What follows belongs to an exercise in optimizing a design on an open flow for small area, a short achievable clock period and few clock cycles per item; a production flow would make more cautious choices.
Where RTL was checked, it was by simulation tests only, not by an equivalence proof against the original.
Function not checked in runs 2 and 3: the RTL went through the layout flow alone.
No activity file was given, so power comes from the tool's default toggle rates.

==> flow/design.v (outline; a module is shown in full before it is edited, if it fits) <==
// module madd_pipeline: 1447 lines
module madd_pipeline #(parameter data_width = 16, parameter n_blocks = 256, parameter full_width = 2 * data_width + 8, parameter n_channels = 16)
	(
		input wire clk,
		input wire reset,
		input wire enable,
		input  wire in_valid,
		output wire in_ready,
		output wire out_valid,
		input  wire out_ready,
		input  wire [$clog2(n_blocks) - 1 : 0] block_in,
		output wire [$clog2(n_blocks) - 1 : 0] block_out,
		input wire [4:0] shift,
		input wire shift_disable,
		input wire signedness,
		input wire saturate_disable,
		input wire signed [data_width - 1 : 0] arg_a_in,
		input wire signed [data_width - 1 : 0] arg_b_in,
		input wire signed [data_width - 1 : 0] arg_c_in,
		output wire signed [full_width - 1 : 0] result_out,
		input  wire [ch_addr_w - 1 : 0] dest_in,
		output wire [ch_addr_w - 1 : 0] dest_out,
		input  wire [4 - 1 : 0] commit_id_in,
		output wire [4 - 1 : 0] commit_id_out,
		input wire commit_flag_in,
		output wire commit_flag_out
	);
  // ...
==> flow/flow/run.sh <==
#!/bin/bash
# Own layout flow: the standard flow (standard.sh) with a few extra ORFS
# make variables, read one per line from flow/extra.mk. By default the port
# buffers that buffer_ports inserts are plain buf_2 cells (buffer_ports
# otherwise picks clkdlybuf4s50_1, a slow 10 um2 delay cell).
# The full output of the flow goes to flow_standard.log in this folder; each
# ORFS step keeps its own log under orfs/logs/.
set -euo pipefail
cd "$(dirname "$0")/.."
EXTRA=()
PORTBUF="BUFFER_PORTS_ARGS=-buffer_cell sky130_fd_sc_hd__buf_2"
if [[ -f flow/extra.mk ]]; then
  while IFS= read -r line; do
    [[ -z "$line" || "$line" == \#* ]] && continue
    if [[ "$line" == BUFFER_PORTS_ARGS=* ]]; then PORTBUF="$line"; continue; fi
    EXTRA+=("$line")
  done < flow/extra.mk
fi
bash standard.sh "$PORTBUF" ${EXTRA[@]+"${EXTRA[@]}"} finish > flow_standard.log 2>&1
==> flow/standard.sh <==
#!/bin/bash
# synth_recipe.tcl (not shown) runs the flow's synth.tcl, then flattens the netlist and writes it again
# the make line also repeats each setting of config.mk as NAME=value (left out here)
make -C /OpenROAD-flow-scripts/flow DESIGN_CONFIG=/design/flow/config.mk WORK_HOME=/design/flow/orfs CLKGATE_MAP_FILE= SYNTH_SCRIPT=/design/flow/synth_recipe.tcl "${@:-finish}"
==> flow/config.mk <==
export PLATFORM = sky130hd
export DESIGN_NAME = madd_pipeline
export DESIGN_NICKNAME = madd_pipeline
export VERILOG_FILES = /design/flow/design.v
export SDC_FILE = /design/flow/constraint.sdc
export NUM_CORES = 4
export LEC_CHECK = 0
export ABC_AREA = 1
export CAP_MARGIN = 20
export CORE_MARGIN = 2
export CORE_UTILIZATION = 40
export SETUP_SLACK_MARGIN = 2.0
export SLEW_MARGIN = 20
==> flow/constraint.sdc <==
create_clock -name core_clock -period 7.5 [get_ports {clk}]
set_input_delay 1.5000 -clock core_clock [delete_from_list [all_inputs] [get_ports {clk}]]
set_output_delay 1.5000 -clock core_clock [all_outputs]
set_load 0.01 [all_outputs]
==> flow_metrics.py, run 1 <==
metrics = {
    "yosys": {
        "synth_cell_type_count": 52,
        "ys_top_cells_by_area": "edfxtp_1, fa_1, nand2_1",
        "yosys.area.top_type": "edfxtp_1",
        "yosys-top-cells-count": "nand2_1, inv_1, xor2_1",
        "syn_avg_cell_area_um2": 7.37,
        "postSynthCellCount": 2048,
    },
    "final_layout": {
        "clock_area_frac": 0.0190,
        "stdcell_count": 2656,
        "fin_area_um2": 17000,
        "area_delta_synth_final_pct": 12.7,
        "regArea_um2": 2900,
        "multi_input_area_um2": 10600,
        "final_cell_mix": "nand2_1, inv_1, xor2_1",
    },
    "cts": {
        "cts_buffer_depth": 2,
        "postCtsSetupBuffers": 13,
        "cts-root-buf": "clkbuf_16",
        "clock_latency_ns": 0.35,
        "cts_resized": 25,
        "hold_buffers": 0,
    },
    "sta": {
        "worst_hold_slack_ns": 0.480,
        "period_needed_ns": 5.38,
        "worst_slack_ns": 2.12,
        "rsz0062_at_grt": "true",
        "setup_viol": 0,
    },
    "job": {
        "cap_violations": 0,
    },
    "placed_design": {
        "io_buffer_count": 136,
        "dp_cells": 2616,
    },
    "floorplanning": {
        "die_h_um": 198,
        "io_pins": 137,
    },
    "power": {
        "power_per_cell_area_nw_per_um2": 359,
        "p_int_w": 0.00295,
        "finalPower_w": 0.00610,
    },
    "setup_path": {
        "worstPathRequired_ns": 7.60,
        "r2r_cells": 4,
        "worstSetupEndpoint": "lo_q[14]",
        "critPathTopFamily": "adder cells",
        "critPathLaunch": "arg_b_in[7]",
        "end_kind": "register",
        "rr_endpoint": "c_q[7]",
    },
    "route": {
        "top_layer_used": "met4",
        "wl_met1_um": 20600,
    },
    "grt": {
        "use_met1": 0.322,
        "grt.total_usage": 0.234,
    },
    "min_path": {
        "holdPathEnd": "v_q",
    },
    "run_status": {
        "outcome": "timing/DRC/antenna clean",
    },
}
Testbench counts, summed over its fixed seeds: cycles 24,008, items 24,000.
==> run 2, diff against run 1 <==
--- a/flow/design.v
+++ b/flow/design.v
@@ -26,20 +26,21 @@
 		output wire commit_flag_out
 	);
 	localparam ch_addr_w = $clog2(n_channels);
 	wire [3:0] s4  = ~shift[3:0];
 	wire       big = shift[4];
 	wire [3:0] sa  = (shift_disable | big) ? 4'd0 : s4;
 	wire [16:0] a_ext = {signedness & arg_a_in[15], arg_a_in};
 	wire [16:0] b_ext = {signedness & arg_b_in[15], arg_b_in};
-	wire [33:0] c_ext = {{18{signedness & arg_c_in[15]}}, arg_c_in};
+	wire [15:0]   c_g   = arg_c_in & {16{~big}};
+	wire [33:0] c_ext = {{18{signedness & c_g[15]}}, c_g};
 	wire [33:0] c_sh  = c_ext << sa;
 	wire [33:0] rnd   = (sa == 4'd0) ? 34'd0 : (34'd1 << (sa - 4'd1));
-	wire [33:0] crow  = big ? 34'd0 : (c_sh | rnd);
+	wire [33:0] crow  = c_sh | rnd;
 	wire pp1;
 	wire pp2;
 	wire pp3;
 	wire pp4;
 	wire pp5;
 	wire pp6;
 	wire pp7;
 	wire pp8;
==> flow_metrics.py, run 2 <==
metrics = {
    "run_status": {
        "outcome": "timing/DRC/antenna clean",
    },
    "setup_path": {
        "cpMaxStageDelayCell": "fa_1",
        "r2r_cells": 4,
        "cp_common_cell": "inv_1",
        "critPathMaxStageDelay_ns": 0.53,
        "setup.worst_path.class": "input port to register",
        "startpoint_type": "input port",
        "end_kind": "register",
        "path_max_fanout": 15,
        "arrival_ns": 5.46,
        "path_cells": "buf_4 -> nor2_2 -> inv_2 -> nor2_2 -> buf_6 -> clkinvlp_4 -> buf_4 -> a21oi_1 -> o21ai_0 -> nand2_1 -> nand2_1 -> o21ai_1 -> fa_1 -> inv_1 -> fa_1 -> inv_1 -> fa_1 -> inv_1 -> ha_1 -> inv_1 -> nor3_2 -> nand3_1 -> nand2_1 -> xor2_1",
        "worstPathRequired_ns": 7.61,
    },
    "final_layout": {
        "stdcell_count": 2694,
        "layout_commonest_cell": "nand2_1",
        "num-fill-cells": 3779,
        "fin_util": 0.462,
        "area_delta_synth_final_pct": 13.8,
        "nNetsFinal": 2453,
        "antenna_cells": 0,
        "drive_above_1_share": 0.158,
        "top_regs": "h0_q x20, h1_q x20, c_q x16",
        "final_cell_mix": "nand2_1, inv_1, xor2_1",
    },
    "floorplanning": {
        "io_pins": 137,
        "core_area_um2": 37600,
        "initial_utilization": 0.406,
        "dieArea_um2": 39700,
        "rows": 71,
        "die_h_um": 199,
        "die_w_um": 199,
    },
    "power": {
        "p_leak_nw": 8.35,
        "ir_worst_vdd_v": 0.000271,
        "power_per_cell_area_nw_per_um2": 357,
    },
    "cts": {
        "cts-root-buf": "clkbuf_16",
        "cts_sinks": 97,
        "clock_latency_ns": 0.37,
        "cts_tree": "done",
        "cts_buffer_depth": 2,
        "cts_made_buffers": 9,
        "hold_buffers": 0,
        "path_clk_slew_ns": 0.07,
        "h-tree-depth": 3,
    },
    "sta": {
        "fin_skew_ns": 0.0163,
        "tightestPinTransition_ns": 0.999,
        "final_hold_viol_count": 0,
        "max_slew_margin": 0.333,
        "period_needed_ns": 5.35,
        "slew_violations": 0,
        "finalSetupTns_ns": 0,
        "fmax_mhz": 187,
        "min_period_over_period": 0.714,
        "worst_hold_slack_ns": 0.500,
        "setup_viol": 0,
        "rsz0062_at_grt": "true",
    },
    "grt": {
        "overflow": 0,
        "antenna_found_initial": 0,
        "grt.total_usage": 0.233,
        "grt_pass1_vias": 13445,
        "grt_max_degree": 80,
        "grt_pass1_wl_um": 72200,
    },
    "yosys": {
        "synth_edf_count": 96,
        "yosys-top-cells-count": "nand2_1, inv_1, o21ai_0",
        "synth_flop_cell": "edfxtp_1",
        "netlist_area_um2": 15200,
        "postSynthCellCount": 2066,
        "ys_warn_count": 1,
        "synth_seq_cells": 97,
        "yosysMostFrequentCell": "nand2_1",
        "yosys.area.top_type": "edfxtp_1",
        "yosys.area.top_type_share": 0.189,
        "async_reset_ff_frac": 0,
        "syn_avg_cell_area_um2": 7.38,
        "synth_cell_type_count": 50,
        "syn-num-nets": 2341,
        "yosysSeqAreaShare": 0.190,
        "ys_top_cells_by_area": "edfxtp_1, fa_1, nand2_1",
    },
    "min_path": {
        "min_path_type": "register to register",
        "min_path_cells": 2,
    },
    "route": {
        "avgViaCountPerCell": 5.22,
        "ant_nets": 0,
        "drc": 0,
        "drt_iter0_markers": 1121,
        "wire_per_inst_um": 17.2,
        "wl_um": 46300,
        "drt-pass1-iter-count": 5,
        "vias": 14064,
    },
    "placed_design": {
        "globalplace.congestion": 0.969,
        "dp_hpwl_um": 37400,
        "dp_cells": 2620,
        "io_buffer_count": 136,
    },
    "job": {
        "cap_violations": 0,
    },
}
## run 2: layer usage
layer,vias to the layer above,track usage,part of all wire
met5,-,0,0
met4,0,0.0724,0.027
met3,70,0.0275,0.052
met2,448,0.397,0.48
met1,6646,0.309,0.44
li1,6900,-,-
## run 2: worst paths after layout
kind             from        to  slack, ns
max          shift[4]  lo_q[13]       2.15
max reg2reg       v_q    c_q[5]       5.46
min reg2reg       v_q       v_q       0.50
min               v_q       v_q       0.50
## run 2: what timing repair did
item,CTS,global route
setup endpoints to repair,54,51
gates cloned,4,3
pin swaps,8,17
buffers inserted,16,35
gates resized for setup,22,74
## run 2: final cells by class
class	count	area [um^2]	share of cell area
Clock inverter	7	61.3	0.00353
Timing Repair inverter	3	22.5	0.00130
Tap cell	511	639	0.0369
Multi-Input combinational cell	1512	10900	0.627
Clock buffer	9	225	0.0130
Inverter	349	1370	0.0788
Timing Repair Buffer	206	1240	0.0718
Sequential cell	97	2900	0.167
## run 2: where the power goes
part | switching, W | internal (W) | leakage (nW)
Sequential | 0.0000517 | 0.000940 | 0.908
Combinational | 0.00295 | 0.00180 | 7.30
Clock | 0.000218 | 0.000231 | 0.140
Total | 0.00322 | 0.00297 | 8.35
## run 2: through the flow
stage               worst slack, ns  power, W  area, um^2
global route                   1.92   0.00692       17300
finish                         2.15   0.00619       17300
CTS                            1.94   0.00602       16800
floorplan                      1.96   0.00433       15300
global placement               1.35   0.00541       16300
detailed placement             1.25   0.00549       16300
## run 2: logic make-up (layout without fill, tap and decap cells)
logic type,count (synthesis),count (layout),synth area share
flip-flops,97,97,0.190
adder cells (fa/ha/maj),197,197,0.231
multiplexers,23,23,0.0151
buffers and inverters,460,574,0.117
AO/OA/AOI/OAI,408,408,0.150
XOR/XNOR,167,167,0.0964
AND/OR/NAND/NOR,714,717,0.199
## run 2: critical path, delay by kind of cell
kind	cells	cell delay, ns
AO/OA/AOI/OAI	3	0.58
buffers and inverters	9	0.91
XOR/XNOR	1	0.06
adder cells (fa/ha/maj)	4	1.58
AND/OR/NAND/NOR	7	0.83
==> run 3, diff against run 2 <==
--- a/flow/config.mk
+++ b/flow/config.mk
@@ -9,5 +9,5 @@
 export CAP_MARGIN = 20
 export CORE_MARGIN = 2
 export CORE_UTILIZATION = 40
-export SETUP_SLACK_MARGIN = 2.0
+export SETUP_SLACK_MARGIN = 2.2
 export SLEW_MARGIN = 20
==> flow_metrics.py, run 3 <==
metrics = {
    "floorplanning": {
        "die_w_um": 199,
        "rows": 71,
        "core_area_um2": 37600,
        "dieArea_um2": 39700,
        "initial_utilization": 0.406,
        "die_h_um": 199,
        "io_pins": 137,
    },
    "yosys": {
        "postSynthCellCount": 2066,
        "yosys.area.top_type_share": 0.189,
        "async_reset_ff_frac": 0,
        "yosys.area.top_type": "edfxtp_1",
        "syn-num-nets": 2341,
        "yosysSeqAreaShare": 0.190,
        "syn_avg_cell_area_um2": 7.38,
        "ys_top_cells_by_area": "edfxtp_1, fa_1, nand2_1",
        "synth_seq_cells": 97,
        "synth_cell_type_count": 50,
        "synth_flop_cell": "edfxtp_1",
        "synth_edf_count": 96,
        "ys_warn_count": 1,
        "netlist_area_um2": 15200,
        "yosys-top-cells-count": "nand2_1, inv_1, o21ai_0",
        "yosysMostFrequentCell": "nand2_1",
    },
    "cts": {
        "clock_latency_ns": 0.36,
        "cts_made_buffers": 9,
        "cts_tree": "done",
        "cts_sinks": 97,
        "cts_buffer_depth": 2,
        "path_clk_slew_ns": 0.07,
        "h-tree-depth": 3,
        "cts-root-buf": "clkbuf_16",
    },
    "power": {
        "switchingPower_w": 0.00348,
        "netSwitchingFraction": 0.514,
        "p_leak_nw": 8.56,
        "power_per_cell_area_nw_per_um2": 375,
        "seqPwrFrac": 0.148,
        "combPwrFrac": 0.786,
        "p_clk_frac": 0.066,
        "ir_worst_vdd_v": 0.000271,
        "p_int_w": 0.00329,
    },
    "grt": {
        "grt_pass1_vias": 13774,
        "grt.total_usage": 0.239,
        "antenna_found_initial": 0,
        "grt_pass1_wl_um": 74100,
        "grt_max_degree": 70,
        "overflow": 0,
    },
    "sta": {
        "tightestPinTransition_ns": 1.04,
        "fmax_mhz": 191,
        "period_needed_ns": 5.24,
        "setup_viol": 0,
        "rsz0062_at_grt": "true",
        "fin_skew_ns": 0.00877,
        "max_slew_margin": 0.305,
        "min_period_over_period": 0.698,
        "finalSetupTns_ns": 0,
        "slew_violations": 0,
        "worst_slack_ns": 2.26,
        "final_hold_viol_count": 0,
    },
    "run_status": {
        "outcome": "timing/DRC/antenna clean",
    },
    "final_layout": {
        "layout_commonest_cell": "nand2_1",
        "num-fill-cells": 3739,
        "antenna_cells": 0,
        "fin_area_um2": 18000,
        "nNetsFinal": 2483,
        "top_regs": "h0_q x20, h1_q x20, c_q x16",
        "final_cell_mix": "nand2_1, inv_1, xor2_1",
        "area_delta_synth_final_pct": 18.2,
        "drive_above_1_share": 0.203,
    },
    "setup_path": {
        "startpoint_type": "input port",
        "critPathTopFamily": "adder cells",
        "path_max_fanout": 7,
        "critPathMaxStageDelay_ns": 0.56,
        "path_buf_inv": 7,
        "cp_common_cell": "inv_2",
        "worstPathRequired_ns": 7.60,
        "arrival_ns": 5.34,
        "path_cells": "buf_12 -> nor2_4 -> inv_2 -> nor2_2 -> buf_6 -> clkinvlp_4 -> buf_6 -> o21ai_2 -> o21ai_1 -> mux2i_1 -> mux2i_1 -> o32ai_2 -> ha_2 -> inv_2 -> fa_1 -> inv_2 -> fa_2 -> ha_4 -> a21oi_2 -> o21ai_2 -> a21oi_1 -> nand2_1 -> xor2_1",
        "end_kind": "register",
        "cpMaxStageDelayCell": "fa_2",
        "setup.worst_path.class": "input port to register",
    },
    "route": {
        "wl_um": 47700,
        "ant_nets": 0,
        "wire_per_inst_um": 17.5,
        "drt_iter0_markers": 1153,
        "drt-pass1-iter-count": 6,
        "avgViaCountPerCell": 5.32,
        "drc": 0,
        "vias": 14500,
    },
    "min_path": {
        "min_path_type": "register to register",
    },
    "placed_design": {
        "dp_hpwl_um": 37500,
        "globalplace.congestion": 0.922,
        "placed_area_um2": 16300,
        "io_buffer_count": 136,
        "pre_cts_slack_ns": 1.35,
    },
    "job": {
        "cap_violations": 0,
    },
}
## run 3: final timing paths
kind / from / slack (ns) / end / cells after the start
min: v_q / 0.48 / v_q / 2
min reg2reg: v_q / 0.48 / v_q / 2
max reg2reg: v_q / 5.41 / sh_q[2] / 4
max: shift[4] / 2.26 / lo_q[13] / 23
## run 3: metrics by stage
step	hold slack, ns	utilization	total power, W	cells
3_5_place_dp	0.466	0.435	0.00557	2621
3_3_place_gp	0.455	0.435	0.00545	2621
4_1_cts	0.476	0.455	0.00618	2677
5_1_grt	0.506	0.480	0.00752	2724
6_report	0.476	0.480	0.00677	2724
2_1_floorplan	0.488	-	0.00437	2066
## run 3: worst register-to-register path: stages, from the launching register on
cell and delay [ns]:
dfxtp_1 0.32, nand2_1 0.11, nand3_1 0.11, clkinv_2 0.35, buf_4 0.73
## run 3: power groups by stage
stage | registers [W] | clock network, W | logic (W)
after floorplan | 0.000991 | 0 | 0.00338
after global placement | 0.00101 | 0 | 0.00444
after detailed placement | 0.00101 | 0 | 0.00456
after CTS | 0.000999 | 0.000459 | 0.00473
after global routing | 0.00102 | 0.000480 | 0.00603
final | 0.00100 | 0.000449 | 0.00532
## run 3: layout make-up
cell class	count	area (um^2)	area share
repair buffers	233	1560	0.0867
clock inverters	7	58.8	0.00326
inverters	349	1380	0.0763
repair inverters	5	30.0	0.00167
clock buffers	9	225	0.0125
multi-input cells	1513	11200	0.623
flip-flops and latches	97	2900	0.161
well taps	511	639	0.0355
## run 3: logic make-up (layout without fill, tap and decap cells)
logic type	after synthesis	after routing	synth area share
AND/OR/NAND/NOR	714	718	0.199
buffers and inverters	460	603	0.117
AO/OA/AOI/OAI	408	408	0.150
adder cells (fa/ha/maj)	197	197	0.231
XOR/XNOR	167	167	0.0964
flip-flops	97	97	0.190
multiplexers	23	23	0.0151
## run 3: what timing repair did
action,4_1_cts,5_1_grt
resized for setup,46,158
setup endpoints to repair,64,62
gates cloned,3,6
hold buffers,0,0
pin swaps,17,51
buffers inserted,37,41
## run 3: metal layers
| metal | wire, um | vias to the layer above | track usage |
|---|---|---|---|
| li1 | - | 6986 | - |
| met1 | 20700 | 6963 | 0.322 |
| met2 | 23100 | 467 | 0.407 |
| met3 | 2470 | 84 | 0.0209 |
| met4 | 1400 | 0 | 0.0774 |
| met5 | 0 | - | 0 |

[what the ideal ports hide]
In the flow no input, the clock included, has a driving cell. The finished layouts below were timed again as built, in two steps. Step 1 assumes that a clkbuf_16 drives the clock port and a buf_2 every other input. Step 2, shift: input delay + t, output delay - t, t = (earliest + latest rising clock arrival at the registers) / 2. This alone moves slack from input paths to output paths. Three values: ideal, step 1, step 2; two values: the first two.
| run | t, ns | setup WS [ns] | clock arrival spread, ns | worst data-port slew with drivers (ns) | pins driven straight from the clock port |
|---|---|---|---|---|---|
| run 1 | 0.390 | 2.121 / 2.129 / 1.739 | 0.012 / 0.012 | 0.05 | 1 |
| run 2 | 0.407 | 2.147 / 2.167 / 1.759 | 0.021 / 0.021 | 0.04 | 1 |
| run 3 | 0.400 | 2.261 / 2.248 / 1.848 | 0.017 / 0.017 | 0.08 | 1 |
After both steps setup and hold are still met in every run listed. For run 3, which loses most, drivers alone change the setup slack by -0.013 ns; drivers and shift together by -0.413 ns.
